Context: an optimization exercise on an open-source flow, tuned for small area. The choices shown serve that exercise and are no tape-out recipe. Power is estimated from default activity; no workload was simulated.

==> inputs of delta <==
// conv3x3_engine
module conv3x3_engine (
    input  wire        clk,
    input  wire        rst_n,
    input  wire [15:0] pixel_in,
    input  wire        valid_in,
    input  wire [63:0] wr_data,
    input  wire        wr_en,
    input  wire [9:0]  wr_addr,
    input  wire [9:0]  rd_addr,
    input  wire signed [47:0] bias,
    output wire signed [15:0] pixel_out,
    output reg         valid_out
);
make LEC_CHECK=0 CAP_MARGIN=20 CORE_MARGIN=2 CORE_UTILIZATION=40 SLEW_MARGIN=20 SYNTH_HIERARCHICAL=1 SYNTH_MINIMUM_KEEP_SIZE=0 finish   # period 10.0 ns
run.sh (not shown) runs the stock make flow with config.mk's settings and CLKGATE_MAP_FILE= SYNTH_SCRIPT=/design/flow/synth_recipe.tcl, a recipe that flattens the netlist after the stock synthesis.
==> inputs of yarrow, as changes to delta <==
--- a/flow/design.v
+++ b/flow/design.v
@@ -4304,14 +4304,16 @@
     wire s2719, c2720;
     csa_fa u_s2719 (.a(c2580), .b(s2651), .c(c2650), .s(s2719), .co(c2720));
     wire s2721, c2722;
     csa_fa u_s2721 (.a(s2653), .b(c2584), .c(c2652), .s(s2721), .co(c2722));
     wire s2723, c2724;
     csa_fa u_s2723 (.a(bias[34]), .b(c2586), .c(c2654), .s(s2723), .co(c2724));
-    wire [36:0] ra = {1'b1, c2724, c2722, c2720, c2718, c2716, c2714, c2712, c2710, c2708, c2706, c2704, c2702, c2700, c2698, c2696, c2694, c2692, c2690, c2688, c2686, c2684, c2682, c2680, c2678, c2676, c2674, c2672, c2670, c2668, c2666, c2664, c2662, c2660, c2658, c2656, s2655};
-    wire [36:0] rb = {1'b0, 1'b1, s2723, s2721, s2719, s2717, s2715, s2713, s2711, s2709, s2707, s2705, s2703, s2701, s2699, s2697, s2695, s2693, s2691, s2689, s2687, s2685, s2683, s2681, s2679, s2677, s2675, s2673, s2671, s2669, s2667, s2665, s2663, s2661, s2659, s2657, s2455};
+    wire [36:0] ra_d = {1'b1, c2724, c2722, c2720, c2718, c2716, c2714, c2712, c2710, c2708, c2706, c2704, c2702, c2700, c2698, c2696, c2694, c2692, c2690, c2688, c2686, c2684, c2682, c2680, c2678, c2676, c2674, c2672, c2670, c2668, c2666, c2664, c2662, c2660, c2658, c2656, s2655};
+    wire [36:0] rb_d = {1'b0, 1'b1, s2723, s2721, s2719, s2717, s2715, s2713, s2711, s2709, s2707, s2705, s2703, s2701, s2699, s2697, s2695, s2693, s2691, s2689, s2687, s2685, s2683, s2681, s2679, s2677, s2675, s2673, s2671, s2669, s2667, s2665, s2663, s2661, s2659, s2657, s2455};
+    reg  [36:0] ra, rb;
+    always @(posedge clk) begin ra <= ra_d; rb <= rb_d; end
     wire [36:0] V = ra + rb;
     wire [12:0] bh = bias[47:35];
     wire bh_z  = (bh == 13'd0);
     wire bh_m1 = (bh == 13'h1fff);
     wire bh_p1 = (bh == 13'd1);
     wire bh_c1 = (bh[11:0] == 12'hfff);    
@@ -4322,10 +4324,16 @@
     wire zhi = dz ? bh_z   : dp ? bh_m1 : bh_p1;
     wire big = ~zhi | (|V[34:19]) | (V[18] & V[17] & (|V[16:8]));
     wire [10:0] res = neg ? 11'd0 : (big ? 11'd1536 : V[18:8]);
     reg [10:0] q;
     always @(posedge clk) q <= res;
     assign pixel_out = {5'd0, q};
+    reg v1;
     always @(posedge clk or negedge rst_n)
-        if (!rst_n) valid_out <= 1'b0;
-        else        valid_out <= valid_in && cnt >= 4'd12;
+        if (!rst_n) begin
+            v1 <= 1'b0;
+            valid_out <= 1'b0;
+        end else begin
+            v1 <= valid_in && cnt >= 4'd12;
+            valid_out <= v1;
+        end
 endmodule
==> comparison <==
In yarrow the routed wire length is smaller than in delta, by 0.92%.
Against delta, the setup slack of yarrow is better by 1.5 ns.
Between yarrow and delta, the lower critical path depth is in yarrow (gap 12).
Non-clock buffer count: yarrow is lower than delta (768).
In yarrow the combinational power is smaller than in delta, by about 36%.
Between delta and yarrow, the lower sequential cell count is in delta (gap 72).
Against delta, the hold slack of yarrow is lower by 0.050 ns.
Of yarrow and delta, yarrow has the higher clock power (gap about 4%, measured against delta).
In yarrow the global-route usage is lower than in delta, by 0.71 points.
Between yarrow and delta, the lower power is in yarrow (gap about 4.3%, measured against delta).
Against yarrow, the sequential power of delta is lower by 18%.
No functional check of the RTL was part of any run of this note.

==> re-timing with driven ports <==
How much do the figures lean on ideal ports? The routed layouts below were timed once more, with nothing changed but the port constraints.
Step 1 sets driving cells, clkbuf_16 on the clock port and buf_2 on the other inputs (assumed; they add their load-dependent delay and slew).
Step 2 adds t to the input delays and takes it off the output delays; t is the mean of the earliest and latest rising clock arrival at the registers after step 1. Input paths then give back, and output paths get back, about the clock's delay inside the block.
Slacks: no drivers / after step 1 / after step 2; pairs: no drivers / after step 1.
run	t, ns	slack for setup (ns)	cell pins on the clock port's net
delta	0.790	0.168 / 0.168 / -0.303	1
yarrow	0.808	1.709 / 1.709 / 1.709	1
With both steps, setup timing fails in delta, where it was met with ideal ports. For delta, which loses most, drivers alone change the setup slack by 0.000 ns; drivers and shift together by -0.471 ns.
